Context: an optimization exercise on an open-source flow, tuned for small area, a short achievable clock period and few clock cycles per item. The choices shown serve that exercise and are no tape-out recipe.
At most, simulation tests tie the RTL to the original design; equivalence was not proved.
For runs 7 and 8, only the layout was checked, not whether the RTL still works.
No activity file was given, so power comes from the tool's default toggle rates.

### flow/flow/run.sh
#!/bin/bash
# Standard layout with two changes: the port buffers are buf_2 cells instead
# of the delay buffers buffer_ports picks by default, and clock tree
# synthesis runs with the arguments below (no dummy loads).
set -euo pipefail
export BUFFER_PORTS_ARGS="-buffer_cell sky130_fd_sc_hd__buf_2"
export CTS_ARGS="-repair_clock_nets -dont_use_dummy_load"
bash standard.sh > standard.log 2>&1
### flow/standard.sh
#!/bin/bash
# synth_recipe.tcl (not shown) runs the flow's synth.tcl, then flattens the netlist and writes it again
# the make line also repeats each setting of config.mk as NAME=value (left out here)
make -C /OpenROAD-flow-scripts/flow DESIGN_CONFIG=/design/flow/config.mk WORK_HOME=/design/flow/orfs CLKGATE_MAP_FILE= SYNTH_SCRIPT=/design/flow/synth_recipe.tcl "${@:-finish}"
### flow/config.mk
export PLATFORM = sky130hd
export DESIGN_NAME = ELA
export DESIGN_NICKNAME = ELA
export VERILOG_FILES = /design/flow/design.v
export SDC_FILE = /design/flow/constraint.sdc
export NUM_CORES = 4
export LEC_CHECK = 0
export CAP_MARGIN = 20
export CORE_MARGIN = 2
export CORE_UTILIZATION = 70
export SETUP_SLACK_MARGIN = 3.4
export SLEW_MARGIN = 20
export TNS_END_PERCENT = 5
### flow/constraint.sdc
create_clock -name core_clock -period 5.5 [get_ports {clk}]
set_input_delay 1.1000 -clock core_clock [delete_from_list [all_inputs] [get_ports {clk}]]
set_output_delay 1.1000 -clock core_clock [all_outputs]
set_load 0.01 [all_outputs]
### flow/design.v
`timescale 1ns/10ps
module ELA(clk, rst, in_data, data_rd, req, wen, addr, data_wr, done);
	input				clk;
	input				rst;
	input		[7:0]	in_data;
	input		[7:0]	data_rd;
	output reg			req;
	output reg			wen;
	output reg	[9:0]	addr;
	output reg	[7:0]	data_wr;
	output reg			done;
reg				s_start;	 
reg				s_arr;		 
reg				s_rt;		 
reg				s_rb;		 
reg				s_w;		 
reg				s_fin;		 
reg		[3:0]	r;			 
reg				head;		 
reg				h0;			 
reg				c_rt;		 
reg				c_rb;
reg				c_w;
reg				go_int;		 
reg				row0_end;	 
reg				tail;		 
reg				edge_px;	 
reg		[7:0]	opa, opb, u0, u1, v0;
reg		[7:0]	dreg, sreg;	 
reg		[7:0]	best;		 
reg				cur_r;		 
wire	[4:0]	col = addr[4:0];
wire	[3:0]	rm1 = r - 4'd1;
always @(posedge clk or posedge rst) begin
	if (rst) begin
		s_start <= 1'b1;
		s_arr <= 1'b0;
		s_rt <= 1'b0;
		s_rb <= 1'b0;
		s_w <= 1'b0;
		s_fin <= 1'b0;
	end else begin
		s_start <= 1'b0;
		s_arr <= s_start || (s_arr && !go_int) || (tail && r != 4'd15);
		s_rt <= go_int || (s_w && !tail);
		s_rb <= s_rt;
		s_w <= s_rb;
		s_fin <= s_fin || (tail && r == 4'd15);
	end
end
always @(posedge clk) begin
	go_int <= s_arr && !req && (col == 5'd29) && (r != 4'd0);
	row0_end <= s_arr && !req && (col == 5'd29) && (r == 4'd0);
	tail <= s_rb && !head && (col == 5'd0);
	edge_px <= (s_w && col == 5'd31) || (s_rt && edge_px);
	c_rt <= go_int || (s_w && !tail);
	c_rb <= s_rt;
	c_w <= s_rb;
	done <= s_fin;
	req <= s_start || (row0_end) || (tail && r != 4'd15);
	if (s_start)
		r <= 4'd0;
	else if ((row0_end) || tail)
		r <= r + 4'd1;
	if (go_int)
		h0 <= 1'b1;
	else if (s_rb)
		h0 <= 1'b0;
	if (go_int)
		head <= 1'b1;
	else if (s_rb && col == 5'd1)
		head <= 1'b0;
	wen <= (s_arr && !go_int) || (s_rb && (!head || h0)) || tail;
end
reg		[4:0]	col_inc;
always @(*) begin
	if (s_rt)
		col_inc = 5'd0;
	else if (s_rb)
		col_inc = h0 ? 5'd31 : 5'd30;
	else if (s_w && !tail)
		col_inc = head ? 5'd2 : 5'd3;
	else if (go_int)
		col_inc = 5'd2;
	else
		col_inc = 5'd1;
end
always @(posedge clk) begin
	addr[4:0] <= (s_arr && req) ? 5'd0 : col + col_inc;
	addr[5] <= (s_rb && !h0) || tail;
	addr[9:6] <= ((s_arr && !go_int) || s_rt || (s_rb && h0)) ? r : rm1;
end
always @(posedge clk) begin
	if (c_rt)
		opa[3:0] <= u0[3:0];
	else if (c_rb)
		opa[3:0] <= data_rd[3:0];
	else
		opa[3:0] <= u1[3:0];
	if (c_rt)
		opa[7:4] <= u0[7:4];
	else if (c_rb)
		opa[7:4] <= data_rd[7:4];
	else
		opa[7:4] <= u1[7:4];
	if (c_w) begin
		u0 <= opa;
		u1 <= u0;
	end
	if (c_rb) begin
		opb <= v0;
		v0 <= opb;
	end else if (c_w) begin
		opb <= data_rd;
	end
end
reg		[7:0]	dg, dp, dG, dP;
reg		[7:0]	sg, sp, sG, sP;
reg		[7:0]	absd, avg;
integer			i, k;
always @(*) begin
	dg = opa & ~opb;
	dp = opa ^ ~opb;
	sg = opa & opb;
	sp = opa ^ opb;
	dG = dg;
	dP = dp;
	sG = sg;
	sP = sp;
	for (k = 1; k < 8; k = k * 2) begin
		for (i = 7; i >= k; i = i - 1) begin
			dG[i] = dG[i] | (dP[i] & dG[i-k]);
			dP[i] = dP[i] & dP[i-k];
			sG[i] = sG[i] | (sP[i] & sG[i-k]);
			sP[i] = sP[i] & sP[i-k];
		end
	end
	absd[0] = dp[0] ^ 1'b1;
	for (i = 1; i < 8; i = i + 1)
		absd[i] = dp[i] ^ (dG[i-1] | dP[i-1]);
	if (!(dG[7] | dP[7])) begin
		absd[0] = ~dp[0];
		for (i = 1; i < 8; i = i + 1)
			absd[i] = ~(dp[i] ^ dG[i-1]);
	end
	for (i = 1; i < 8; i = i + 1)
		avg[i-1] = sp[i] ^ sG[i-1];
	avg[7] = sG[7];
end
always @(posedge clk) begin
	dreg <= absd;
	sreg <= avg;
end
wire			cin = s_rb && cur_r;
reg		[7:0]	cG, cP;
always @(*) begin
	cG = best & ~dreg;
	cP = best ^ ~dreg;
	for (k = 1; k < 8; k = k * 2)
		for (i = 7; i >= k; i = i - 1) begin
			cG[i] = cG[i] | (cP[i] & cG[i-k]);
			cP[i] = cP[i] & cP[i-k];
		end
end
wire			win = cG[7] | (cP[7] & cin);
always @(posedge clk) begin
	if (s_w || (s_rt && !edge_px && !h0 && win)) begin
		best <= dreg;
		cur_r <= s_rt;
	end
	if (s_arr)
		data_wr <= in_data;
	else if (s_w || ((s_rt || s_rb) && !edge_px && !h0 && win))
		data_wr <= sreg;
end
endmodule
==> results of run 1 <==
## metal layers
metal | up-vias | track usage | part of all wire
met4 | 0 | 0.0765 | 0.0075
li1 | 1405 | - | -
met5 | - | 0 | 0
met3 | 5 | 0.0409 | 0.035
met2 | 59 | 0.343 | 0.46
met1 | 1366 | 0.333 | 0.50
## state kept, by name (all words and copies together), names as in the netlist, 4 cells and up
signal   cells
best         8
opa          8
dreg         8
sreg         8
u0           8
opb          8
r            4
data_wr      8
u1           8
v0           8
addr        10
## area by class of cell
cell class	instances	area (µm²)	area share
Timing Repair Buffer	45	243	0.0480
Inverter	38	143	0.0282
Clock buffer	9	124	0.0245
Tap cell	77	96.3	0.0190
Multi-Input combinational cell	226	1820	0.360
Sequential cell	105	2630	0.520
## kinds of logic (layout without fill, tap and decap cells)
logic type	count (synthesis)	count (layout)	synth area share
flip-flops	105	105	0.570
AO/OA/AOI/OAI	75	75	0.110
AND/OR/NAND/NOR	66	66	0.0701
buffers and inverters	50	92	0.0448
adder cells (fa/ha/maj)	34	34	0.0973
multiplexers	28	28	0.0652
XOR/XNOR	22	22	0.0418
other	1	1	0.000814
## placed cells by master, fill, tap and decap left out, types with 2 or more instances in the layout
cell type / netlist / final
o31ai_1: 3 / 3
dfrtp_1: 5 / 4
ha_2: 0 / 2
or3_1: 3 / 3
o21bai_1: 4 / 3
nand4_1: 3 / 3
nor2_1: 19 / 19
dfxtp_1: 50 / 48
clkbuf_8: 0 / 9
and4_1: 2 / 2
o21ai_2: 1 / 2
a21o_1: 6 / 6
nand3_1: 5 / 5
fa_2: 0 / 3
nand2_1: 16 / 16
nor2b_1: 3 / 3
nor3_1: 2 / 2
a31oi_1: 2 / 2
a21boi_0: 3 / 3
xor2_1: 11 / 11
xnor2_1: 11 / 11
buf_4: 2 / 7
ha_1: 31 / 28
nand2b_1: 8 / 8
o21ai_0: 17 / 15
inv_1: 38 / 37
mux2_2: 16 / 16
mux2i_1: 12 / 12
buf_2: 3 / 38
edfxtp_1: 49 / 49
a21oi_1: 23 / 22
a21oi_2: 1 / 2
or2_2: 2 / 2
## through the flow
| stage | power [mW] | worst slack (ns) |
|---|---|---|
| floorplan | 0.855 | 3.43 |
| global placement | 0.870 | 3.30 |
| detailed placement | 0.870 | 3.14 |
| CTS | 1.22 | 3.32 |
| global route | 1.26 | 3.28 |
| finish | 1.21 | 3.37 |
## cells in the mapped netlist (all sizes together) (3+ instances only)
library cell / count
a21boi: 4
a21o: 6
a21oi: 24
buf: 7
clkbuf: 5
dfrtp: 5
dfxtp: 50
edfxtp: 49
fa: 3
ha: 31
inv: 38
mux2: 16
mux2i: 12
nand2: 16
nand2b: 8
nand3: 5
nand4: 3
nor2: 19
nor2b: 3
o21ai: 18
o21bai: 4
o31ai: 3
or3: 3
xnor2: 11
xor2: 11
## how the worst max path moves through the flow
| stage | startpoint | slack (ns) | cells past startpoint | to |
|---|---|---|---|---|
| global route | opb[0]$_DFFE_PP_ | 3.28 | 8 | dreg[3]$_DFF_P_ |
| global placement | s_rb$_DFF_PP0_ | 3.30 | 5 | data_wr[5]$_DFFE_PP_ |
| CTS | dreg[0]$_DFF_P_ | 3.32 | 7 | data_wr[1]$_DFFE_PP_ |
| finish | opb[0]$_DFFE_PP_ | 3.37 | 8 | dreg[7]$_DFF_P_ |
| detailed placement | best[0]$_DFFE_PP_ | 3.14 | 6 | data_wr[7]$_DFFE_PP_ |
| floorplan | best[0]$_DFFE_PP_ | 3.43 | 6 | data_wr[0]$_DFFE_PP_ |
## worst max-delay path: cells and delay by family (launching register included)
kind | cells | cell delay, ns
AOI/OAI and AO/OA | 3 | 0.67
adders and majority gates | 2 | 0.55
DFF | 1 | 0.37
muxes | 1 | 0.25
xor gates and xnor gates | 1 | 0.13
buffers and inverters | 1 | 0.06
## power by group
group          switching (mW)  internal [mW]
sequential            0.00472          0.818
combinational          0.0144         0.0159
clock                   0.210          0.147
total                   0.229          0.981
## what timing repair did
action                                  in CTS  in global routing
resized for setup                            4                 15
pin swaps                                    1                  6
hold endpoints to repair                     0                  0
cloned                                       0                  0
endpoints found under the setup margin      25                 30
buffers inserted                             1                  6
==> impl_metrics.json, run 1 <==
{
  "r2r_slack_ns": 3.37,
  "syn_inst": 381,
  "grt_max_degree": 26,
  "antenna_found_initial": 0,
  "dr.pass1.iters": 4,
  "totalWireLength_mm": 7.76,
  "powerDensity_mw_per_mm2": 239,
  "cts_inserted_buffers": 9,
  "tightest_slew_ns": 0.706,
  "drc": 0,
  "dp.cells": 484,
  "total_leakage_power_nw": 2.09,
  "grt_pass1_wl_mm": 12.8,
  "ctsHtreeMaxLevel": 3,
  "fillers": 408,
  "viasPerCell": 5.67,
  "synth-seq-cells": 105,
  "finalCritPeriodShare": 0.387,
  "coreArea_mm2": 0.00635,
  "cap_violations": 0,
  "cts.sinks": 105,
  "arrival_ns": 2.38,
  "slowest_stage": "fa_2",
  "whs_endpoint": "done$_DFF_P_",
  "yosys.area.top_type": "edfxtp_1",
  "worstHoldPathCells": 0,
  "avgRoutedWirePerCell_um": 15.5,
  "synth_area_leaders": "edfxtp_1 (32%), dfxtp_1 (22%), ha_1 (8.4%)",
  "die_area_mm2": 0.00724,
  "hold_path_startpoint": "s_fin$_DFF_PP0_",
  "n_antenna_cell": 0,
  "groute.usage.overall": 0.226,
  "syn_nets": 433,
  "hpwl_mm": 5.62,
  "cts_buffer_depth": 2,
  "vdd_drop_max_uv": 224,
  "clk_latency_ns": 0.36,
  "worstReg2RegEnd": "dreg[7]$_DFF_P_",
  "slowest_delay_ns": 0.39,
  "max_slew_margin": 0.529,
  "whs_ns": 0.404,
  "rsz0062_at_grt": "true",
  "finClkSkew_ns": 0.0346,
  "antenna_left": 0,
  "finalHoldViolations": 0,
  "globalplace.congestion": 0.840,
  "cts-root-buf": "clkbuf_8",
  "fin_setup_tns_ns": 0,
  "area_growth_pct": 9.86,
  "final_cell_area_mm2": 0.00506,
  "path_cells": "inv_2, ha_4, fa_2, a211oi_4, o21ai_2, a21boi_4, mux2i_1, xnor2_1",
  "worstPathRequired_ns": 5.75,
  "dpl-instance-area_mm2": 0.00483,
  "max_freq_ghz": 0.470,
  "die_y_um": 85.1,
  "synth_warnings": 1,
  "synth_top_area_frac": 0.320,
  "num_rows": 29,
  "synth_cell_type_count": 53,
  "syn_area_mm2": 0.00460,
  "ios": 39,
  "ys_seq_area_frac": 0.570,
  "io_buffers": 38,
  "crit_type": "flop to flop",
  "synth_ff_type": "dfxtp_1",
  "setup_viol": 0,
  "r2r_start": "opb[0]$_DFFE_PP_",
  "synthArstFlopShare": 0.0571,
  "crit_path_end_kind": "flop",
  "syn_avg_cell_area_um2": 12.1,
  "die_w_um": 85.1,
  "clk_pin_slew_ns": 0.10,
  "cp_max_fo": 7,
  "drive_gt1_frac": 0.222,
  "cts_hold_buf": 0,
  "post-route-util": 0.797,
  "start_util": 0.725,
  "outcome": "complete, no violations",
  "startpoint_type": "flop",
  "cts_tree": "done",
  "grt_pass1_vias": 2754,
  "stdcell_count": 500,
  "worstHoldPathType": "flop to flop",
  "drtIter0Drc": 185,
  "vias": 2835,
  "drv_slew": 0,
  "final_nets": 477,
  "period_minus_slack_ns": 2.13,
  "r2r_cells": 8,
  "globalRouteOverflowTotal": 0,
  "synth_edf_count": 49
}
Testbench counts, summed over its fixed seeds: cycles 63,968, images 32.
==> run 2: changes to the inputs <==
--- a/flow/flow/run.sh
+++ b/flow/flow/run.sh
@@ -5,4 +5,4 @@
 set -euo pipefail
 export BUFFER_PORTS_ARGS="-buffer_cell sky130_fd_sc_hd__buf_2"
-export CTS_ARGS="-repair_clock_nets -dont_use_dummy_load"
+export CTS_ARGS="-sink_clustering_enable -repair_clock_nets -dont_use_dummy_load"
 bash standard.sh > standard.log 2>&1
--- a/flow/config.mk
+++ b/flow/config.mk
@@ -6,8 +6,9 @@
 export NUM_CORES = 4
 export LEC_CHECK = 0
+export ABC_AREA = 1
 export CAP_MARGIN = 20
 export CORE_MARGIN = 2
 export CORE_UTILIZATION = 70
-export SETUP_SLACK_MARGIN = 3.4
+export SETUP_SLACK_MARGIN = 3.6
 export SLEW_MARGIN = 20
 export TNS_END_PERCENT = 5
==> impl_metrics.json, run 2 <==
{
  "top_register": "addr",
  "n_antenna_cell": 0,
  "worstReg2RegEnd": "addr[4]$_SDFF_PP0_",
  "r2r_slack_ns": 3.52,
  "coreArea_mm2": 0.00642,
  "syn_inst": 502,
  "antenna_left": 0,
  "startpoint": "data_wr[6]$_DFFE_PP_",
  "start_util": 0.733,
  "synth_warnings": 1,
  "final_nets": 598,
  "drv_slew": 0,
  "globalplace.congestion": 0.877,
  "path_cells": "buf_2",
  "largest_register_ffs": 10,
  "yosys.area.top_type": "edfxtp_1",
  "ios": 39,
  "seqCellArea_mm2": 0.00264,
  "io_buffers": 38,
  "dp.cells": 609,
  "fillers": 432,
  "rsz0062_at_grt": "true",
  "viasPerCell": 5.30,
  "synth_edf_count": 49,
  "max_slew_margin": 0.545,
  "path_depth": 1,
  "cts_hold_buf": 0,
  "synth_area_leaders": "edfxtp_1 (31%), dfxtp_1 (21%), nand2_1 (11%)",
  "cts_inserted_buffers": 9,
  "vdd_drop_max_uv": 298,
  "fin_setup_tns_ns": 0,
  "grt_pass1_vias": 3202,
  "cts-root-buf": "clkbuf_8",
  "crit_path_end_kind": "output port",
  "finalCritPeriodShare": 0.361,
  "cts_tree": "done",
  "max_freq_ghz": 0.504,
  "crit_type": "flop to output port",
  "slowest_delay_ns": 0.37,
  "avgRoutedWirePerCell_um": 13.4,
  "area_growth_pct": 9.09,
  "cp_max_fo": 1,
  "worstHoldPathType": "flop to flop",
  "final_common_cell": "nand2_1",
  "cts.sinks": 105,
  "r2r_start": "tail$_DFF_P_",
  "powerDensity_mw_per_mm2": 404,
  "dr.pass1.iters": 6,
  "synth_common_cells": "nand2_1 (142), inv_1 (60), dfxtp_1 (50), edfxtp_1 (49), nor2_1 (34)",
  "cts_buffer_depth": 2,
  "syn_area_mm2": 0.00471,
  "arrival_ns": 0.88,
  "synth-seq-cells": 105,
  "synth_cell_type_count": 38,
  "ys_seq_area_frac": 0.557,
  "finalHoldViolations": 0,
  "drc": 0,
  "synth_top_area_frac": 0.312,
  "hpwl_mm": 6.23,
  "syn_nets": 554,
  "syn_avg_cell_area_um2": 9.38,
  "slowest_stage": "edfxtp_1",
  "synthArstFlopShare": 0.0571,
  "outcome": "complete, no violations",
  "synth_most_common_cell": "nand2_1",
  "cap_violations": 0,
  "layout_common_cells": "nand2_1 (140), inv_1 (59), edfxtp_1 (49), dfxtp_1 (44), buf_2 (38)",
  "ctsHtreeMaxLevel": 3,
  "globalRouteOverflowTotal": 0,
  "worstPathRequired_ns": 4.40,
  "die_area_mm2": 0.00740,
  "num_rows": 29,
  "totalWireLength_mm": 8.29,
  "startpoint_type": "flop",
  "endpoint": "data_wr[6]",
  "grt_pass1_wl_mm": 14.2,
  "finClkSkew_ns": 0.0294,
  "path_delay_family": "flip-flops",
  "drive_gt1_frac": 0.140,
  "critPathBufInv": 1,
  "clk_latency_ns": 0.36,
  "r2r_cells": 13,
  "drtIter0Drc": 233,
  "total_leakage_power_nw": 2.42,
  "setup_viol": 0,
  "synth_ff_type": "dfxtp_1",
  "multi_input_area_mm2": 0.00183,
  "tightest_slew_ns": 0.682,
  "antenna_found_initial": 0,
  "die_w_um": 86.0,
  "groute.usage.overall": 0.246,
  "stdcell_count": 621,
  "period_minus_slack_ns": 1.98,
  "grt_max_degree": 27,
  "power.total_mw": 2.08,
  "clk_pin_slew_ns": 0.10,
  "die_y_um": 86.0,
  "vias": 3293
}
==> run 2: final cells by class <==
type                    instances  share of cell area
repair buffers                 42              0.0429
multi-input cells             326               0.356
inverters                      62              0.0458
well taps                      77              0.0188
flip-flops and latches        105               0.513
clock buffers                   9              0.0241
==> run 2: what timing repair did <==
action / CTS / global route
endpoints found under the setup margin: 21 / 51
resized for setup: 9 / 10
buffers inserted: 2 / 1
pin swaps: 0 / 5
gates cloned: 0 / 0
==> run 2: logic make-up (layout without fill, tap and decap cells) <==
group	count (synthesis)	in the layout	share of synthesized area
buffers and inverters	71	113	0.0592
XOR/XNOR	16	16	0.0298
adder cells (fa/ha/maj)	34	34	0.0951
other	1	1	0.000796
AO/OA/AOI/OAI	62	62	0.0720
flip-flops	105	105	0.557
AND/OR/NAND/NOR	213	213	0.186
==> run 2: metrics by stage <==
step,setup slack [ns],utilization,area [µm²],hold slack [ns]
finish,3.52,0.800,5140,0.396
global route,3.33,0.800,5140,0.402
CTS,3.51,0.796,5110,0.391
detailed placement,3.41,0.772,4960,0.362
global placement,3.47,0.772,4960,0.354
floorplan,3.63,-,4710,0.342
==> run 2: worst min-delay path by stage <==
stage               depth (start not counted)  slack (ns)            to             from
floorplan                                   0        0.34  done$_DFF_P_  s_fin$_DFF_PP0_
global placement                            0        0.35  done$_DFF_P_  s_fin$_DFF_PP0_
detailed placement                          0        0.36  done$_DFF_P_  s_fin$_DFF_PP0_
CTS                                         0        0.39  done$_DFF_P_  s_fin$_DFF_PP0_
global route                                0        0.40  done$_DFF_P_  s_fin$_DFF_PP0_
finish                                      0        0.40  done$_DFF_P_  s_fin$_DFF_PP0_
==> run 2: power by group <==
group	internal [mW]	switching (mW)	total [mW]
sequential	1.02	0.0996	1.12
clock	0.147	0.213	0.360
combinational	0.230	0.365	0.595
total	1.40	0.677	2.08
==> run 2: routing by layer <==
layer  up-vias  GRT usage  routed length, µm  part of all wire
li1       1719          -                  -                 -
met1      1485      0.340               3970              0.48
met2        77      0.396               3850              0.46
met3        12     0.0375                352             0.042
met4         0     0.0924                123             0.015
met5         -          0                  0                 0
==> run 3: changes to the inputs <==
--- a/flow/config.mk
+++ b/flow/config.mk
@@ -10,5 +10,5 @@
 export CORE_MARGIN = 2
 export CORE_UTILIZATION = 70
-export SETUP_SLACK_MARGIN = 3.6
+export SETUP_SLACK_MARGIN = 3.8
 export SLEW_MARGIN = 20
 export TNS_END_PERCENT = 5
==> impl_metrics.json, run 3 <==
{
  "outcome": "complete, no violations",
  "setup_viol": 0,
  "final_nets": 599,
  "synth_mux_area_frac": 0,
  "vdd_drop_max_uv": 231,
  "largest_register_ffs": 10,
  "grt_pass1_wl_mm": 14.6,
  "synth-simple-area-share": 0.186,
  "synth_cell_type_count": 38,
  "drv_slew": 0,
  "clk_latency_ns": 0.36,
  "grt_util_met1": 0.353,
  "fin_setup_tns_ns": 0,
  "grt_max_degree": 27,
  "ctsHtreeMaxLevel": 3,
  "path_cells": "buf_2",
  "avgRoutedWirePerCell_um": 14.3,
  "synth_area_leaders": "edfxtp_1 (31%), dfxtp_1 (21%), nand2_1 (11%)",
  "finClkSkew_ns": 0.0272,
  "die_area_mm2": 0.00740,
  "groute.usage.overall": 0.254,
  "slowest_delay_ns": 0.37,
  "drc": 0,
  "post-route-util": 0.805,
  "cap_violations": 0,
  "drtIter0Drc": 245,
  "finalHoldViolations": 0,
  "crit_path_end_kind": "output port",
  "synth_edf_count": 49,
  "clk_pin_slew_ns": 0.10,
  "syn_nets": 554,
  "top_register": "addr",
  "syn_area_mm2": 0.00471,
  "die_w_um": 86.0,
  "synth_warnings": 1,
  "critPathBufInv": 1,
  "synthAdderAreaFrac": 0.0951,
  "cts_inserted_buffers": 9,
  "num_rows": 29,
  "met3_usage": 0.0500,
  "synth_common_cells": "nand2_1 (142), inv_1 (60), dfxtp_1 (50), edfxtp_1 (49), nor2_1 (34)",
  "dr.pass1.iters": 4,
  "arrival_ns": 0.89,
  "synth_top_area_frac": 0.312,
  "yosys.area.top_type": "edfxtp_1",
  "ys_seq_area_frac": 0.557,
  "antenna_found_initial": 0,
  "top_usage_layer": "met2",
  "synthXorXnorAreaFrac": 0.0298,
  "path_delay_family": "flip-flops",
  "totalWireLength_mm": 8.89,
  "synth-seq-cells": 105,
  "layout_common_cells": "nand2_1 (139), inv_1 (57), edfxtp_1 (49), dfxtp_1 (44), buf_2 (37)",
  "startpoint_type": "flop",
  "rsz0062_at_grt": "true",
  "final_common_cell": "nand2_1",
  "power.total_mw": 2.11,
  "syn_avg_cell_area_um2": 9.38,
  "vias": 3372,
  "start_util": 0.733,
  "synth_compound_area_frac": 0.0720,
  "slowest_stage": "edfxtp_1",
  "fillers": 402,
  "tightest_slew_ns": 0.761,
  "cts_tree": "done",
  "synth_most_common_cell": "nand2_1",
  "grt_pass1_vias": 3181,
  "dp.cells": 609,
  "globalplace.congestion": 0.861,
  "drive_gt1_frac": 0.152,
  "syn_inst": 502,
  "worstPathRequired_ns": 4.40,
  "finalCritPeriodShare": 0.361,
  "stdcell_count": 622,
  "coreArea_mm2": 0.00642,
  "worstHoldPathType": "flop to flop",
  "cts_buffer_depth": 2,
  "n_antenna_cell": 0,
  "cts-root-buf": "clkbuf_8",
  "crit_type": "flop to output port",
  "gr-usage-met2": 0.412,
  "viasPerCell": 5.42,
  "hpwl_mm": 6.40,
  "period_minus_slack_ns": 1.99,
  "area_growth_pct": 9.78,
  "antenna_left": 0,
  "die_y_um": 86.0,
  "io_buffers": 38,
  "synthArstFlopShare": 0.0571,
  "max_freq_ghz": 0.504,
  "powerDensity_mw_per_mm2": 409,
  "synth_top_family_by_area": "simple AND/OR/NAND/NOR gates",
  "cts.sinks": 105,
  "globalRouteOverflowTotal": 0,
  "synth_ff_type": "dfxtp_1",
  "cp_max_fo": 1,
  "total_leakage_power_nw": 2.42,
  "ios": 39,
  "max_slew_margin": 0.492
}
-- run 3: cell types whose count changed in the layout (fill, tap and decap cells not counted), moves of 2 or more --
cell,change
ha_2,+2
ha_1,-3
o21ai_0,+2
inv_2,+2
inv_1,-2
-- run 3: worst register-to-register path, stage by stage, from the launching register on --
cell and delay (ns):
dfrtp_1 0.40, nand2_1 0.10, nand2_2 0.07, o21ai_0 0.07, o21ai_0 0.10, nor2_1 0.10
ha_2 0.18, inv_1 0.05, fa_2 0.36, nor2_2 0.12, o21ai_1 0.08, a21o_1 0.17
a21oi_2 0.10
-- run 3: logic make-up (layout without fill, tap and decap cells) --
group | Yosys count | in the layout
adder cells (fa/ha/maj) | 34 | 34
other | 1 | 1
XOR/XNOR | 16 | 16
AO/OA/AOI/OAI | 62 | 62
AND/OR/NAND/NOR | 213 | 213
flip-flops | 105 | 105
buffers and inverters | 71 | 114
-- run 3: worst paths after layout --
kind / startpoint / to / slack [ns] / cells past startpoint
worst min register to register: s_fin$_DFF_PP0_ / done$_DFF_P_ / 0.38 / 0
worst max-delay path: data_wr[3]$_DFFE_PP_ / data_wr[3] / 3.51 / 1
min in group asynchronous: rst / s_fin$_DFF_PP0_ / 0.63 / 2
worst min-delay path: s_fin$_DFF_PP0_ / done$_DFF_P_ / 0.38 / 0
worst max register to register: s_w$_DFF_PP0_ / addr[4]$_SDFF_PP0_ / 3.55 / 12
max in group asynchronous: rst / s_start$_DFF_PP1_ / 4.61 / 2
-- run 3: what timing repair did --
action,CTS,global route
cloned,0,0
hold buffers,0,0
endpoints found under the setup margin,50,55
pin swaps,0,3
setup buffers,2,2
resized for setup,9,14
-- run 3: report_power, final --
group / internal [mW] / switching [mW] / total [mW]
Clock: 0.147 / 0.220 / 0.367
Combinational: 0.242 / 0.377 / 0.619
Sequential: 1.02 / 0.105 / 1.13
Total: 1.41 / 0.702 / 2.11
-- run 3: area by class of cell --
cell class              count  area (µm²)  share of cell area
clock buffers               9         124              0.0240
inverters                  62         235              0.0455
multi-input cells         326        1850               0.357
flip-flops and latches    105        2640               0.510
well taps                  77        96.3              0.0186
repair buffers             43         234              0.0453
-- run 3: per-stage QoR --
stage	setup slack, ns	instance area (µm²)	hold WS, ns
after global routing	3.41	5170	0.393
final	3.51	5170	0.384
after detailed placement	3.45	4960	0.359
after floorplan	3.70	4710	0.342
after global placement	3.54	4960	0.353
after CTS	3.49	5120	0.382
-- run 3: layer usage --
layer,vias up,wire length [µm]
met5,-,0
met4,0,94
met3,9,527
met2,109,4230
met1,1547,4040
li1,1707,-
==> run 4: changes to the inputs <==
--- a/flow/config.mk
+++ b/flow/config.mk
@@ -10,5 +10,5 @@
 export CORE_MARGIN = 2
 export CORE_UTILIZATION = 70
-export SETUP_SLACK_MARGIN = 3.8
+export SETUP_SLACK_MARGIN = 3.4
 export SLEW_MARGIN = 20
 export TNS_END_PERCENT = 5
==> impl_metrics.json, run 4 <==
{
  "p_sw_uw": 676,
  "total_leakage_power_nw": 2.42,
  "final_common_cell": "nand2_1",
  "grt_pass1_vias": 3205,
  "switching_share": 0.327,
  "finalCritPeriodShare": 0.376,
  "cts_tree": "done",
  "cap_violations": 0,
  "r2r_cells": 12,
  "avgRoutedWirePerCell_um": 13.4,
  "sequentialPowerShare": 0.541,
  "drtIter0Drc": 246,
  "startpoint_type": "flop",
  "vias": 3331,
  "cts-root-buf": "clkbuf_8",
  "yosys.area.top_type": "edfxtp_1",
  "num_rows": 29,
  "drv_slew": 0,
  "syn_avg_cell_area_um2": 9.38,
  "finalHoldViolations": 0,
  "critPathBufInv": 1,
  "seqCellArea_mm2": 0.00263,
  "grt_pass1_wl_mm": 14.1,
  "antenna_left": 0,
  "die_y_um": 86.0,
  "die_area_mm2": 0.00740,
  "die_w_um": 86.0,
  "synth_most_common_cell": "nand2_1",
  "cts_hold_buf": 0,
  "ios": 39,
  "synth_edf_count": 49,
  "path_delay_family": "flip-flops",
  "worstReg2RegEnd": "addr[4]$_SDFF_PP0_",
  "synth_area_leaders": "edfxtp_1 (31%), dfxtp_1 (21%), nand2_1 (11%)",
  "intPower_mw": 1.39,
  "combPwrFrac": 0.285,
  "viasPerCell": 5.36,
  "tightest_slew_ns": 0.688,
  "r2r_start": "s_w$_DFF_PP0_",
  "drc": 0,
  "synth_warnings": 1,
  "cts.sinks": 105,
  "slowest_stage": "dfxtp_1",
  "synth-seq-cells": 105,
  "vdd_drop_max_uv": 297,
  "post-route-util": 0.800,
  "clk_pin_slew_ns": 0.10,
  "ys_seq_area_frac": 0.557,
  "cp_max_fo": 6,
  "worstHoldPathType": "flop to flop",
  "top_register": "addr",
  "path_depth": 1,
  "syn_inst": 502,
  "rsz0062_at_grt": "true",
  "totalWireLength_mm": 8.36,
  "setup_viol": 0,
  "startpoint": "addr[0]$_SDFF_PP0_",
  "io_buffers": 38,
  "synth_cell_type_count": 38,
  "synth_top_area_frac": 0.312,
  "clk_latency_ns": 0.36,
  "powerDensity_mw_per_mm2": 403,
  "grt_max_degree": 27,
  "antenna_found_initial": 0,
  "synth_ff_type": "dfxtp_1",
  "n_antenna_cell": 0,
  "max_freq_ghz": 0.484,
  "worstPathRequired_ns": 4.40,
  "pwr-share-clk": 0.174,
  "largest_register_ffs": 10,
  "coreArea_mm2": 0.00642,
  "cts_inserted_buffers": 9,
  "syn_nets": 554,
  "cts_buffer_depth": 2,
  "crit_type": "flop to output port",
  "slowest_delay_ns": 0.44,
  "groute.usage.overall": 0.245,
  "fillers": 430,
  "crit_path_end_kind": "output port",
  "whs_ns": 0.395,
  "path_cells": "buf_2",
  "outcome": "complete, no violations",
  "synthArstFlopShare": 0.0571,
  "hpwl_mm": 6.23,
  "area_growth_pct": 9.06,
  "layout_common_cells": "nand2_1 (140), inv_1 (57), dfxtp_1 (49), edfxtp_1 (49), buf_2 (38)",
  "start_util": 0.733,
  "finClkSkew_ns": 0.0289,
  "globalRouteOverflowTotal": 0,
  "r2r_slack_ns": 3.47,
  "endpoint": "addr[0]",
  "final_nets": 599,
  "final_cell_area_mm2": 0.00514,
  "globalplace.congestion": 0.877,
  "synth_common_cells": "nand2_1 (142), inv_1 (60), dfxtp_1 (50), edfxtp_1 (49), nor2_1 (34)",
  "drive_gt1_frac": 0.136,
  "dr.pass1.iters": 4,
  "arrival_ns": 0.97,
  "multi_input_area_mm2": 0.00183,
  "syn_area_mm2": 0.00471,
  "power.total_mw": 2.07,
  "dpl-instance-area_mm2": 0.00496,
  "max_slew_margin": 0.540,
  "ctsHtreeMaxLevel": 3,
  "fin_setup_tns_ns": 0,
  "period_minus_slack_ns": 2.07
}
run 4: cell counts after synthesis:
Identical to the previous run, type by type.
run 4: worst min-delay path by stage:
stage              endpoint  slack, ns            start  cells past startpoint
5_1_grt        done$_DFF_P_       0.40  s_fin$_DFF_PP0_                      0
3_3_place_gp   done$_DFF_P_       0.35  s_fin$_DFF_PP0_                      0
6_report       done$_DFF_P_       0.40  s_fin$_DFF_PP0_                      0
4_1_cts        done$_DFF_P_       0.39  s_fin$_DFF_PP0_                      0
2_1_floorplan  done$_DFF_P_       0.34  s_fin$_DFF_PP0_                      0
3_5_place_dp   done$_DFF_P_       0.36  s_fin$_DFF_PP0_                      0
run 4: kinds of logic (layout without fill, tap and decap cells):
family,count (synthesis),count (layout),share of synthesized area
AND/OR/NAND/NOR,213,213,0.186
flip-flops,105,105,0.557
buffers and inverters,71,114,0.0592
AO/OA/AOI/OAI,62,62,0.0720
adder cells (fa/ha/maj),34,34,0.0951
XOR/XNOR,16,16,0.0298
other,1,1,0.000796
run 4: per-layer routing:
metal	global-route usage	share of wire
met5	0	0
met4	0.0938	0.018
met3	0.0375	0.040
met2	0.395	0.46
met1	0.337	0.48
run 4: per-stage QoR:
step,worst slack (ns),std cells
2_1_floorplan,3.63,502
3_3_place_gp,3.47,609
3_5_place_dp,3.41,609
4_1_cts,3.42,618
5_1_grt,3.31,622
6_report,3.43,622
run 4: layout make-up:
class                           instances  area share
Sequential cell                       105       0.511
Multi-Input combinational cell        326       0.356
Tap cell                               77      0.0188
Inverter                               62      0.0458
Timing Repair Buffer                   43      0.0443
Clock buffer                            9      0.0241
run 4: power by group through the flow:
stage,Clock (mW),Sequential (mW),Combinational (mW)
2_1_floorplan,0,1.11,0.445
3_3_place_gp,0,1.13,0.560
3_5_place_dp,0,1.14,0.583
4_1_cts,0.367,1.12,0.588
5_1_grt,0.392,1.14,0.684
6_report,0.359,1.12,0.589
run 4: repair_timing:
action,in CTS,in global routing
pin swaps,0,4
resized for setup,1,14
endpoints found under the setup margin,1,1
setup buffers,0,4
==> run 5: changes to the inputs <==
--- a/flow/config.mk
+++ b/flow/config.mk
@@ -9,5 +9,5 @@
 export CAP_MARGIN = 20
 export CORE_MARGIN = 2
-export CORE_UTILIZATION = 70
+export CORE_UTILIZATION = 65
 export SETUP_SLACK_MARGIN = 3.4
 export SLEW_MARGIN = 20
==> impl_metrics.json, run 5 <==
{
  "vdd_drop_max_uv": 234,
  "seqCellArea_mm2": 0.00263,
  "path_cells": "buf_2",
  "globalplace.congestion": 0.879,
  "clk_latency_ns": 0.34,
  "cts_buffer_depth": 2,
  "start_util": 0.660,
  "critPathBufInv": 1,
  "dr.pass1.iters": 5,
  "syn_inst": 502,
  "synth-seq-cells": 105,
  "startpoint_type": "flop",
  "total_leakage_power_nw": 2.41,
  "ys_seq_area_frac": 0.557,
  "yosys.area.top_type": "edfxtp_1",
  "synth_top_area_frac": 0.312,
  "worstHoldPathType": "flop to flop",
  "cap_violations": 0,
  "largest_register_ffs": 10,
  "finalCritPeriodShare": 0.368,
  "grt_pass1_vias": 2999,
  "avgRoutedWirePerCell_um": 13.3,
  "ios": 39,
  "worstPathRequired_ns": 4.40,
  "drc": 0,
  "syn_avg_cell_area_um2": 9.38,
  "fillers": 574,
  "finalHoldViolations": 0,
  "fin_setup_tns_ns": 0,
  "drive_gt1_frac": 0.125,
  "area_growth_pct": 9.14,
  "synth_common_cells": "nand2_1 (142), inv_1 (60), dfxtp_1 (50), edfxtp_1 (49), nor2_1 (34)",
  "layout_common_cells": "nand2_1 (141), inv_1 (59), edfxtp_1 (49), dfxtp_1 (48), buf_2 (38)",
  "drv_slew": 0,
  "grt_max_degree": 27,
  "post-route-util": 0.720,
  "synth_warnings": 1,
  "coreArea_mm2": 0.00714,
  "cts-root-buf": "clkbuf_8",
  "globalRouteOverflowTotal": 0,
  "cts_inserted_buffers": 9,
  "max_slew_margin": 0.501,
  "setup_viol": 0,
  "synth_edf_count": 49,
  "crit_type": "flop to output port",
  "stdcell_count": 642,
  "drtIter0Drc": 199,
  "synthArstFlopShare": 0.0571,
  "outcome": "complete, no violations",
  "vias": 3261,
  "synth_ff_type": "dfxtp_1",
  "num_rows": 31,
  "top_register": "addr",
  "path_delay_family": "flip-flops",
  "groute.usage.overall": 0.229,
  "synth_area_leaders": "edfxtp_1 (31%), dfxtp_1 (21%), nand2_1 (11%)",
  "antenna_left": 0,
  "clk_pin_slew_ns": 0.09,
  "viasPerCell": 5.08,
  "syn_nets": 554,
  "multi_input_area_mm2": 0.00182,
  "arrival_ns": 0.92,
  "final_common_cell": "nand2_1",
  "tightest_slew_ns": 0.748,
  "powerDensity_mw_per_mm2": 404,
  "hpwl_mm": 6.45,
  "die_y_um": 89.1,
  "dp.cells": 631,
  "syn_area_mm2": 0.00471,
  "slowest_stage": "dfxtp_1",
  "whs_ns": 0.390,
  "grt_pass1_wl_mm": 13.7,
  "cts_tree": "done",
  "cts.sinks": 105,
  "cp_max_fo": 5,
  "crit_path_end_kind": "output port",
  "final_nets": 597,
  "dp_slack_ns": 3.42,
  "die_w_um": 89.1,
  "period_minus_slack_ns": 2.02,
  "setup_ws_ns": 3.48,
  "io_buffers": 38,
  "ctsHtreeMaxLevel": 3,
  "totalWireLength_mm": 8.56,
  "synth_cell_type_count": 38,
  "finClkSkew_ns": 0.0207,
  "slowest_delay_ns": 0.42,
  "rsz0062_at_grt": "true",
  "antenna_found_initial": 0,
  "n_antenna_cell": 0,
  "max_freq_ghz": 0.494,
  "synth_most_common_cell": "nand2_1",
  "die_area_mm2": 0.00794
}
[run 5: cell counts after synthesis]
No cell type changed its count.
[run 5: routing by layer]
metal  track usage  share of wire  vias to the layer above
li1              -              -                     1703
met1         0.313           0.48                     1484
met2         0.362           0.46                       60
met3        0.0434          0.040                       14
met4        0.0950          0.014                        0
met5             0              0                        -
[run 5: final timing paths]
check	slack, ns	cells past startpoint	from	endpoint
worst max-delay path	3.48	1	addr[1]$_SDFF_PP0_	addr[1]
worst min-delay path	0.39	0	s_fin$_DFF_PP0_	done$_DFF_P_
worst max register to register	3.55	12	s_w$_DFF_PP0_	addr[4]$_SDFF_PP0_
worst min register to register	0.39	0	s_fin$_DFF_PP0_	done$_DFF_P_
max in group asynchronous	4.59	2	rst	s_start$_DFF_PP1_
min in group asynchronous	0.65	2	rst	s_arr$_DFF_PP0_
[run 5: final cells by class]
cell class              count  area share
flip-flops and latches    105       0.511
multi-input cells         326       0.353
inverters                  62      0.0458
repair buffers             41      0.0414
clock buffers               9      0.0241
well taps                  99      0.0241
[run 5: logic make-up after synthesis]
| group | Yosys count | share of synthesized area |
|---|---|---|
| simple gates | 213 | 0.186 |
| flops | 105 | 0.557 |
| buf+inv | 71 | 0.0592 |
| compound gates | 62 | 0.0720 |
| fa+ha+maj | 34 | 0.0951 |
| xor+xnor | 16 | 0.0298 |
| other cells | 1 | 0.000796 |
[run 5: power by group]
group / internal [mW] / switching (mW) / total, mW
combinational: 0.228 / 0.365 / 0.593
clock: 0.147 / 0.214 / 0.362
sequential: 1.02 / 0.103 / 1.12
total: 1.39 / 0.682 / 2.08
[run 5: repair_timing]
| action | CTS | global route |
|---|---|---|
| hold buffers | 0 | 0 |
| buffers inserted | 0 | 2 |
| resized for setup | 1 | 8 |
| endpoints found under the setup margin | 1 | 2 |
[run 5: stage by stage]
stage / cell area, µm² / power (mW)
after floorplan: 4710 / 1.55
after global placement: 4990 / 1.70
after detailed placement: 4990 / 1.73
after CTS: 5110 / 2.09
after global routing: 5140 / 2.23
final: 5140 / 2.08
==> run 6: changes to the inputs <==
==> flow/flow/run.sh (replaced) <==
#!/bin/bash
# Standard layout with two changes: the port buffers are buf_1 cells instead
# of the delay buffers buffer_ports picks by default, and clock tree
# synthesis runs with the arguments below (no dummy loads).
set -euo pipefail
export BUFFER_PORTS_ARGS="-buffer_cell sky130_fd_sc_hd__buf_1"
export CTS_ARGS="-sink_clustering_enable -repair_clock_nets -dont_use_dummy_load"
bash standard.sh > standard.log 2>&1
--- a/flow/config.mk
+++ b/flow/config.mk
@@ -6,8 +6,7 @@
 export NUM_CORES = 4
 export LEC_CHECK = 0
-export ABC_AREA = 1
 export CAP_MARGIN = 20
 export CORE_MARGIN = 2
-export CORE_UTILIZATION = 65
+export CORE_UTILIZATION = 70
 export SETUP_SLACK_MARGIN = 3.4
 export SLEW_MARGIN = 20
==> impl_metrics.json, run 6 <==
{
  "outcome": "complete, no violations",
  "cts-root-buf": "clkbuf_8",
  "viasPerCell": 5.70,
  "crit_path_end_kind": "flop",
  "synth_most_common_cell": "dfxtp_1",
  "globalRouteOverflowTotal": 0,
  "finalCritPeriodShare": 0.399,
  "r2r_cells": 8,
  "yosys.area.top_type": "edfxtp_1",
  "worstPathRequired_ns": 5.71,
  "crit_type": "flop to flop",
  "syn_nets": 433,
  "dp.cells": 484,
  "drc": 0,
  "power.total_mw": 1.21,
  "ctsHtreeMaxLevel": 3,
  "cts_tree": "done",
  "vdd_drop_max_uv": 198,
  "cts_hold_buf": 0,
  "n_antenna_cell": 0,
  "powerDensity_mw_per_mm2": 244,
  "fillers": 409,
  "setup_viol": 0,
  "synth_common_cells": "dfxtp_1 (50), edfxtp_1 (49), inv_1 (38), ha_1 (31), a21oi_1 (23)",
  "ys_seq_area_frac": 0.570,
  "synth_cell_type_count": 53,
  "intPower_uw": 978,
  "rsz0062_at_grt": "true",
  "max_freq_ghz": 0.456,
  "clk_pin_slew_ns": 0.10,
  "combPwrFrac": 0.023,
  "switching_share": 0.194,
  "start_util": 0.725,
  "synth_area_leaders": "edfxtp_1 (32%), dfxtp_1 (22%), ha_1 (8.4%)",
  "r2r_slack_ns": 3.31,
  "synth-seq-cells": 105,
  "drive_gt1_frac": 0.119,
  "cts_inserted_buffers": 9,
  "die_y_um": 85.1,
  "io_buffers": 38,
  "clk_latency_ns": 0.36,
  "drv_slew": 0,
  "largest_register_ffs": 10,
  "seqCellArea_mm2": 0.00263,
  "ios": 39,
  "stdcell_count": 498,
  "worstHoldPathCells": 0,
  "period_minus_slack_ns": 2.19,
  "p_sw_uw": 236,
  "cp_max_fo": 6,
  "finalHoldViolations": 0,
  "arrival_ns": 2.41,
  "tightest_slew_ns": 0.717,
  "vias": 2839,
  "max_slew_margin": 0.522,
  "synth_top_area_frac": 0.320,
  "startpoint_type": "flop",
  "syn_area_mm2": 0.00460,
  "antenna_found_initial": 0,
  "worstReg2RegEnd": "dreg[3]$_DFF_P_",
  "hpwl_mm": 5.70,
  "synth_edf_count": 49,
  "finClkSkew_ns": 0.0294,
  "num_rows": 29,
  "groute.usage.overall": 0.229,
  "dpl-instance-area_mm2": 0.00478,
  "r2r_start": "opb[0]$_DFFE_PP_",
  "coreArea_mm2": 0.00635,
  "pwr-share-clk": 0.300,
  "multi_input_area_mm2": 0.00181,
  "top_register": "addr",
  "synthArstFlopShare": 0.0571,
  "total_leakage_power_nw": 1.97,
  "drtIter0Drc": 192,
  "sequentialPowerShare": 0.677,
  "area_growth_pct": 8.23,
  "synth_warnings": 1,
  "fin_setup_tns_ns": 0,
  "grt_pass1_vias": 2708,
  "worstHoldPathType": "flop to flop",
  "layout_common_cells": "edfxtp_1 (49), dfxtp_1 (48), buf_1 (38), inv_1 (37), ha_1 (28)",
  "cap_violations": 0,
  "syn_avg_cell_area_um2": 12.1,
  "antenna_left": 0,
  "whs_endpoint": "done$_DFF_P_",
  "whs_ns": 0.394,
  "final_nets": 475,
  "totalWireLength_mm": 7.69,
  "final_common_cell": "edfxtp_1",
  "die_area_mm2": 0.00724,
  "hold_path_startpoint": "s_fin$_DFF_PP0_",
  "avgRoutedWirePerCell_um": 15.4,
  "grt_pass1_wl_mm": 12.9,
  "final_cell_area_mm2": 0.00498,
  "globalplace.congestion": 0.866,
  "dr.pass1.iters": 4,
  "cts_buffer_depth": 2,
  "syn_inst": 381,
  "grt_max_degree": 26,
  "die_w_um": 85.1,
  "synth_ff_type": "dfxtp_1",
  "cts.sinks": 105
}
[run 6: changes by cell type after synthesis, sizes merged, moves of 10 or more]
| cell | previous run | this run |
|---|---|---|
| inv | 61 | 38 |
| nand2 | 145 | 16 |
| a21oi | 34 | 24 |
| mux2i | 0 | 12 |
| nand3 | 20 | 5 |
| nor2 | 34 | 19 |
| mux2 | 0 | 16 |
[run 6: power by group through the flow]
stage	Sequential (mW)	Combinational, mW	Clock, mW
after floorplan	0.842	0.0127	0
after global placement	0.840	0.0265	0
after detailed placement	0.840	0.0279	0
after CTS	0.823	0.0281	0.372
after global routing	0.823	0.0315	0.400
final	0.822	0.0279	0.364
[run 6: per-layer routing]
metal / GRT usage / up-vias / wire length, µm
met2: 0.347 / 59 / 3490
met1: 0.339 / 1364 / 3790
met4: 0.0808 / 0 / 118
li1: - / 1405 / -
met5: 0 / - / 0
met3: 0.0389 / 11 / 281
[run 6: cell families (layout without fill, tap and decap cells)]
| kind of cell | count (synthesis) | count (layout) | synth area share |
|---|---|---|---|
| DFF | 105 | 105 | 0.570 |
| AOI/OAI and AO/OA | 75 | 75 | 0.110 |
| and+or+nand+nor | 66 | 66 | 0.0701 |
| buffers and inverters | 50 | 90 | 0.0448 |
| adders and majority gates | 34 | 34 | 0.0973 |
| muxes | 28 | 28 | 0.0652 |
| xor gates and xnor gates | 22 | 22 | 0.0418 |
| other | 1 | 1 | 0.000814 |
[run 6: area by class of cell]
class / count / share of cell area
Sequential cell: 105 / 0.527
Clock buffer: 9 / 0.0249
Multi-Input combinational cell: 226 / 0.364
Tap cell: 77 / 0.0193
Inverter: 38 / 0.0286
Timing Repair Buffer: 43 / 0.0362
[run 6: timing repair]
action	in CTS	in global routing
gates resized for setup	6	8
pin swaps	1	6
buffers inserted	1	4
hold endpoints to repair	0	0
setup endpoints to repair	26	21
[run 6: worst max path at each step]
stage | startpoint | endpoint | slack, ns | cells after the start
global route | opb[0]$_DFFE_PP_ | dreg[3]$_DFF_P_ | 3.19 | 8
detailed placement | s_rb$_DFF_PP0_ | data_wr[4]$_DFFE_PP_ | 3.15 | 5
global placement | s_rb$_DFF_PP0_ | data_wr[4]$_DFFE_PP_ | 3.27 | 5
floorplan | best[0]$_DFFE_PP_ | data_wr[0]$_DFFE_PP_ | 3.43 | 6
finish | opb[0]$_DFFE_PP_ | dreg[3]$_DFF_P_ | 3.31 | 8
CTS | opb[0]$_DFFE_PP_ | dreg[3]$_DFF_P_ | 3.29 | 8
[run 6: metrics by stage]
stage | util | setup WS, ns
floorplan | - | 3.43
global placement | 0.753 | 3.27
detailed placement | 0.753 | 3.15
CTS | 0.776 | 3.29
global route | 0.785 | 3.19
finish | 0.785 | 3.31
[run 6: worst max-delay path, cell delays in order, from the launching register on]
cell and delay (ns):
edfxtp_1 0.40, inv_2 0.06, ha_4 0.17, fa_2 0.39, a211oi_4 0.30, o21ai_2 0.12
a21boi_4 0.26, mux2i_1 0.26, xnor2_1 0.10
==> run 7: changes to the inputs <==
--- a/flow/design.v
+++ b/flow/design.v
@@ -19,4 +19,5 @@
 reg				head;		 
 reg				h0;			 
+reg				a0;			 
 reg				c_rt;		 
 reg				c_rb;
@@ -30,5 +31,5 @@
 reg		[7:0]	best;		 
 reg				cur_r;		 
-wire	[4:0]	col = addr[4:0];
+reg		[4:0]	col;		 
 wire	[3:0]	rm1 = r - 4'd1;
 always @(posedge clk or posedge rst) begin
@@ -50,6 +51,6 @@
 end
 always @(posedge clk) begin
-	go_int <= s_arr && !req && (col == 5'd29) && (r != 4'd0);
-	row0_end <= s_arr && !req && (col == 5'd29) && (r == 4'd0);
+	go_int <= s_arr && !a0 && (col == 5'd29) && (r != 4'd0);
+	row0_end <= s_arr && !a0 && (col == 5'd29) && (r == 4'd0);
 	tail <= s_rb && !head && (col == 5'd0);
 	edge_px <= (s_w && col == 5'd31) || (s_rt && edge_px);
@@ -59,4 +60,5 @@
 	done <= s_fin;
 	req <= s_start || (row0_end) || (tail && r != 4'd15);
+	a0 <= (s_start || row0_end || (tail && r != 4'd15)) && !s_fin;
 	if (s_start)
 		r <= 4'd0;
@@ -88,4 +90,5 @@
 always @(posedge clk) begin
 	addr[4:0] <= (s_arr && req) ? 5'd0 : col + col_inc;
+	col <= (s_arr && a0) ? 5'd0 : col + col_inc;
 	addr[5] <= (s_rb && !h0) || tail;
 	addr[9:6] <= ((s_arr && !go_int) || s_rt || (s_rb && h0)) ? r : rm1;
==> flow/flow/run.sh (replaced) <==
#!/bin/bash
# Standard layout with two changes: the port buffers are buf_2 cells instead
# of the delay buffers buffer_ports picks by default, and clock tree
# synthesis runs with the arguments below (no dummy loads).
set -euo pipefail
export BUFFER_PORTS_ARGS="-buffer_cell sky130_fd_sc_hd__buf_2"
export CTS_ARGS="-sink_clustering_enable -repair_clock_nets -dont_use_dummy_load"
bash standard.sh > standard.log 2>&1
==> impl_metrics.json, run 7 <==
{
  "synth_warnings": 1,
  "synth_top_area_frac": 0.309,
  "setup_viol": 0,
  "cts_inserted_buffers": 9,
  "gr-usage-met2": 0.406,
  "top_usage_layer": "met2",
  "syn_inst": 394,
  "cts_buffer_depth": 2,
  "cts-root-buf": "clkbuf_8",
  "ctsHtreeMaxLevel": 3,
  "pwr-share-clk": 0.294,
  "r2r_cells": 8,
  "synth_most_common_cell": "dfxtp_1",
  "rsz0062_at_grt": "true",
  "sequentialPowerShare": 0.680,
  "grt_pass1_wl_mm": 13.8,
  "grt_max_degree": 26,
  "largest_register_ffs": 10,
  "syn_area_mm2": 0.00476,
  "ios": 39,
  "grt_util_met1": 0.312,
  "combPwrFrac": 0.027,
  "intPower_mw": 1.03,
  "dr.pass1.iters": 4,
  "finalHoldViolations": 0,
  "vias": 2926,
  "switching_share": 0.196,
  "clk_pin_slew_ns": 0.08,
  "ys_seq_area_frac": 0.576,
  "synth_common_cells": "dfxtp_1 (56), edfxtp_1 (49), inv_1 (37), ha_1 (31), a21oi_1 (29)",
  "period_minus_slack_ns": 2.15,
  "die_w_um": 86.5,
  "finalCritPeriodShare": 0.392,
  "synthArstFlopShare": 0.0541,
  "coreArea_mm2": 0.00668,
  "viasPerCell": 5.64,
  "total_leakage_power_nw": 2.15,
  "antenna_left": 0,
  "fin_setup_tns_ns": 0,
  "hpwl_mm": 6.17,
  "grt_pass1_vias": 2876,
  "top_register": "addr",
  "synth_cell_type_count": 51,
  "start_util": 0.713,
  "n_antenna_cell": 0,
  "groute.usage.overall": 0.245,
  "crit_type": "flop to flop",
  "yosys.area.top_type": "edfxtp_1",
  "io_buffers": 38,
  "die_y_um": 86.5,
  "stdcell_count": 519,
  "powerDensity_mw_per_mm2": 243,
  "setup_ws_ns": 3.35,
  "power.total_mw": 1.28,
  "worstHoldPathCells": 0,
  "arrival_ns": 2.44,
  "syn_nets": 446,
  "max_freq_ghz": 0.464,
  "antenna_found_initial": 0,
  "synth-seq-cells": 111,
  "max_slew_margin": 0.487,
  "vdd_drop_max_uv": 147,
  "cap_violations": 0,
  "p_sw_uw": 250,
  "outcome": "complete, no violations",
  "avgRoutedWirePerCell_um": 16.2,
  "tightest_slew_ns": 0.769,
  "met3_usage": 0.0638,
  "drive_gt1_frac": 0.235,
  "final_common_cell": "dfxtp_1",
  "cts.sinks": 111,
  "drc": 0,
  "cts_tree": "done",
  "globalRouteOverflowTotal": 0,
  "clk_latency_ns": 0.37,
  "die_area_mm2": 0.00748,
  "crit_path_end_kind": "flop",
  "totalWireLength_mm": 8.40,
  "cts_hold_buf": 0,
  "finClkSkew_ns": 0.0243,
  "dp.cells": 501,
  "final_nets": 493,
  "cp_max_fo": 6,
  "drv_slew": 0,
  "synth_area_leaders": "edfxtp_1 (31%), dfxtp_1 (24%), ha_1 (8.1%)",
  "synth_edf_count": 49,
  "startpoint_type": "flop",
  "dp_slack_ns": 3.12,
  "globalplace.congestion": 0.852,
  "worstHoldPathType": "flop to flop",
  "syn_avg_cell_area_um2": 12.1,
  "worstPathRequired_ns": 5.79,
  "synth_ff_type": "dfxtp_1",
  "layout_common_cells": "dfxtp_1 (54), edfxtp_1 (49), buf_2 (38), inv_1 (34)",
  "num_rows": 30,
  "drtIter0Drc": 130,
  "area_growth_pct": 10.6
}
## run 7: changes by cell type after synthesis, sizes merged, moves of 2 or more
cell	before	now
a21oi	24	30
nand2	16	18
dfxtp	50	56
xnor2	11	13
xor2	11	9
## run 7: routing by layer
metal | part of all wire | vias to the layer above
met5 | 0 | -
met4 | 0.018 | 0
met2 | 0.50 | 69
met1 | 0.45 | 1380
li1 | - | 1460
met3 | 0.036 | 17
## run 7: area by class of cell
class / count / area, µm²
Sequential cell: 111 / 2750
Fill cell: 409 / 1420
Inverter: 37 / 139
Timing Repair Buffer: 48 / 265
Tap cell: 80 / 100
Clock buffer: 9 / 124
Multi-Input combinational cell: 234 / 1890
## run 7: stage by stage
stage	area [µm²]	utilization	hold slack, ns
2_1_floorplan	4760	-	0.370
3_3_place_gp	4990	0.747	0.402
4_1_cts	5130	0.769	0.425
3_5_place_dp	4990	0.747	0.405
6_report	5270	0.788	0.430
5_1_grt	5270	0.788	0.447
## run 7: timing repair
action | in CTS | in global routing
gates cloned | 0 | 0
endpoints found under the setup margin | 28 | 33
resized for setup | 5 | 21
buffers inserted | 1 | 8
pin swaps | 1 | 9
## run 7: power groups by stage
stage	Sequential (mW)	Clock, mW	Combinational [mW]
floorplan	0.890	0	0.0146
global placement	0.888	0	0.0330
detailed placement	0.888	0	0.0338
CTS	0.869	0.383	0.0337
global route	0.870	0.420	0.0385
finish	0.868	0.375	0.0339
## run 7: path summary, 6_finish.rpt
kind	startpoint	to	slack, ns
worst max-delay path	opb[0]$_DFFE_PP_	dreg[7]$_DFF_P_	3.35
worst max register to register	opb[0]$_DFFE_PP_	dreg[7]$_DFF_P_	3.35
min in group asynchronous	rst	s_rt$_DFF_PP0_	0.64
worst min-delay path	s_fin$_DFF_PP0_	done$_DFF_P_	0.43
max in group asynchronous	rst	s_start$_DFF_PP1_	4.61
worst min register to register	s_fin$_DFF_PP0_	done$_DFF_P_	0.43
## run 7: cells by family after synthesis
family	synth area share
XOR/XNOR	0.0405
multiplexers	0.0631
other	0.000788
buffers and inverters	0.0428
flip-flops	0.576
AND/OR/NAND/NOR	0.0683
AO/OA/AOI/OAI	0.114
adder cells (fa/ha/maj)	0.0941
## run 7: critical path, cell delays in order, from the launching register on
cell	delay (ns)
edfxtp_1	0.40
inv_2	0.06
ha_4	0.16
fa_2	0.39
a211oi_4	0.29
o21ai_2	0.12
a21boi_4	0.28
mux2i_2	0.27
xnor2_1	0.13
==> run 8: changes to the inputs <==
--- a/flow/config.mk
+++ b/flow/config.mk
@@ -6,8 +6,9 @@
 export NUM_CORES = 4
 export LEC_CHECK = 0
+export ABC_AREA = 1
 export CAP_MARGIN = 20
 export CORE_MARGIN = 2
 export CORE_UTILIZATION = 70
-export SETUP_SLACK_MARGIN = 3.4
+export SETUP_SLACK_MARGIN = 3.5
 export SLEW_MARGIN = 20
 export TNS_END_PERCENT = 5
==> impl_metrics.json, run 8 <==
{
  "outcome": "complete, no violations",
  "cts_inserted_buffers": 9,
  "startpoint_type": "flop",
  "rsz0062_at_grt": "true",
  "final_nets": 612,
  "syn_inst": 514,
  "synth_ff_type": "dfxtp_1",
  "ys_seq_area_frac": 0.564,
  "total_leakage_power_nw": 2.53,
  "die_area_mm2": 0.00763,
  "dpl-instance-area_mm2": 0.00511,
  "ios": 39,
  "finalHoldViolations": 0,
  "syn_avg_cell_area_um2": 9.46,
  "cts_buffer_depth": 2,
  "period_minus_slack_ns": 2.01,
  "num_rows": 30,
  "cp_max_fo": 4,
  "final_common_cell": "nand2_1",
  "startpoint": "s_w$_DFF_PP0_",
  "synth-seq-cells": 111,
  "syn_nets": 566,
  "start_util": 0.719,
  "worstPathRequired_ns": 5.76,
  "synth_edf_count": 49,
  "finalCritPeriodShare": 0.365,
  "dr.pass1.iters": 5,
  "setup_viol": 0,
  "synth_warnings": 1,
  "yosys.area.top_type": "edfxtp_1",
  "max_slew_margin": 0.502,
  "coreArea_mm2": 0.00676,
  "cap_violations": 0,
  "ctsHtreeMaxLevel": 3,
  "gr-usage-met2": 0.417,
  "powerDensity_mw_per_mm2": 264,
  "clk_latency_ns": 0.37,
  "drtIter0Drc": 206,
  "largest_register_ffs": 10,
  "synth_cell_type_count": 37,
  "r2r_start": "s_w$_DFF_PP0_",
  "fin_setup_tns_ns": 0,
  "grt_util_met1": 0.343,
  "max_freq_ghz": 0.498,
  "synth_most_common_cell": "nand2_1",
  "grt_pass1_vias": 3317,
  "vias": 3479,
  "grt_max_degree": 27,
  "hold_path_startpoint": "dreg[3]$_DFF_P_",
  "viasPerCell": 5.45,
  "worstHoldPathType": "flop to flop",
  "vdd_drop_max_uv": 250,
  "area_growth_pct": 8.88,
  "synthArstFlopShare": 0.0541,
  "drv_slew": 0,
  "synth_top_area_frac": 0.303,
  "antenna_found_initial": 0,
  "top_register": "addr",
  "crit_path_end_kind": "flop",
  "drc": 0,
  "n_antenna_cell": 0,
  "crit_type": "flop to flop",
  "die_y_um": 87.3,
  "arrival_ns": 2.27,
  "globalRouteOverflowTotal": 0,
  "grt_pass1_wl_mm": 15.0,
  "hpwl_mm": 6.51,
  "post-route-util": 0.783,
  "die_w_um": 87.3,
  "finClkSkew_ns": 0.0382,
  "cts.sinks": 111,
  "fillers": 483,
  "tightest_slew_ns": 0.746,
  "synth_common_cells": "nand2_1 (141), inv_1 (62), dfxtp_1 (56), edfxtp_1 (49), nor2_1 (40)",
  "antenna_left": 0,
  "avgRoutedWirePerCell_um": 14.0,
  "dp.cells": 624,
  "top_usage_layer": "met2",
  "synth_area_leaders": "edfxtp_1 (30%), dfxtp_1 (23%), nand2_1 (11%)",
  "layout_common_cells": "nand2_1 (139), inv_1 (61), dfxtp_1 (55), edfxtp_1 (49), nor2_1 (40)",
  "clk_pin_slew_ns": 0.09,
  "groute.usage.overall": 0.257,
  "met3_usage": 0.0645,
  "globalplace.congestion": 0.849,
  "cts-root-buf": "clkbuf_8",
  "io_buffers": 38,
  "cts_tree": "done",
  "final_cell_area_mm2": 0.00529,
  "stdcell_count": 638,
  "totalWireLength_mm": 8.91,
  "syn_area_mm2": 0.00486,
  "drive_gt1_frac": 0.127
}
[run 8: cells by family (layout without fill, tap and decap cells)]
kind of cell | after synthesis | in the layout | synth area share
simple gates | 217 | 217 | 0.183
other cells | 1 | 1 | 0.000771
compound gates | 59 | 59 | 0.0664
flops | 111 | 111 | 0.564
xor+xnor | 19 | 19 | 0.0342
fa+ha+maj | 34 | 34 | 0.0921
buf+inv | 73 | 117 | 0.0589
[run 8: worst paths after layout]
check	endpoint	slack, ns	depth (start not counted)
min in group asynchronous	s_fin$_DFF_PP0_	0.63	2
worst min register to register	best[3]$_DFFE_PP_	0.42	0
worst min-delay path	best[3]$_DFFE_PP_	0.42	0
worst max register to register	addr[4]$_SDFF_PP0_	3.49	12
max in group asynchronous	s_start$_DFF_PP1_	4.61	2
worst max-delay path	addr[4]$_SDFF_PP0_	3.49	12
[run 8: critical path, stage by stage, from the launching register on]
cell	delay (ns)
dfrtp_1	0.41
nand2_2	0.09
nand2_2	0.07
o21ai_1	0.09
o21ai_1	0.07
nor2_1	0.11
ha_2	0.19
inv_1	0.05
fa_2	0.35
o21ai_2	0.14
a21oi_1	0.09
xor2_1	0.20
nor2_1	0.05
[run 8: layout make-up]
cell class,count,area (µm²),area share
well taps,80,100,0.0189
inverters,64,243,0.0459
multi-input cells,330,1840,0.348
flip-flops and latches,111,2750,0.519
clock buffers,9,124,0.0234
repair buffers,44,235,0.0444
[run 8: per-layer routing]
metal,wire length [µm],share of wire
met2,4180,0.47
met3,394,0.044
met5,0,0
met1,4200,0.47
met4,138,0.015
[run 8: what timing repair did]
item / 4_1_cts / 5_1_grt
setup buffers: 4 / 1
hold buffers: 0 / 0
pin swaps: 3 / 1
endpoints found under the setup margin: 2 / 34
gates resized for setup: 10 / 1
endpoints found under the hold margin: 0 / 0
[run 8: power breakdown]
group	internal [mW]	switching (mW)	total (mW)	leakage [nW]
Combinational	0.0454	0.0738	0.119	1.48
Clock	0.147	0.225	0.373	0.0647
Sequential	0.895	0.0131	0.908	0.993
[run 8: metrics by stage]
step / setup slack [ns] / power, mW / hold slack [ns]
6_report: 3.49 / 1.40 / 0.421
5_1_grt: 3.34 / 1.46 / 0.434
4_1_cts: 3.48 / 1.41 / 0.427
3_5_place_dp: 3.28 / 1.05 / 0.391
3_3_place_gp: 3.44 / 1.04 / 0.385
2_1_floorplan: 3.58 / 1.01 / 0.362

## what the ideal ports hide
In the flow no input, the clock included, has a driving cell. The finished layouts below were timed again as built, in two steps. Step 1: set_driving_cell puts a clkbuf_16 on clk and a buf_2 on each other input, an assumption about the parent block. Step 2 times the ports against the registers' clock, not the clock port: input delays grow and output delays shrink by t, the midpoint of the rising clock arrivals with the driver on. a / b / c = ideal / step 1 / step 2; a / b = the first two.
run	t (ns)	slack for setup (ns)	worst hold slack (ns)	worst register clock-pin slew, ns	pins driven straight from the clock port
run 1	0.370	3.371 / 3.347 / 3.371	0.404 / 0.404 / 0.404	0.10 / 0.10	1
run 2	0.379	3.517 / 3.487 / 3.518	0.396 / 0.396 / 0.396	0.10 / 0.10	1
run 3	0.382	3.515 / 3.485 / 3.546	0.384 / 0.384 / 0.384	0.10 / 0.10	1
run 4	0.378	3.433 / 3.403 / 3.471	0.395 / 0.395 / 0.395	0.10 / 0.10	1
run 5	0.362	3.477 / 3.448 / 3.552	0.390 / 0.390 / 0.390	0.09 / 0.09	1
run 6	0.372	3.308 / 3.308 / 3.308	0.394 / 0.394 / 0.394	0.10 / 0.10	1
run 7	0.387	3.345 / 3.345 / 3.345	0.430 / 0.430 / 0.430	0.10 / 0.10	1
run 8	0.387	3.491 / 3.491 / 3.491	0.421 / 0.421 / 0.421	0.11 / 0.11	1
After both steps every run listed still meets setup and hold.
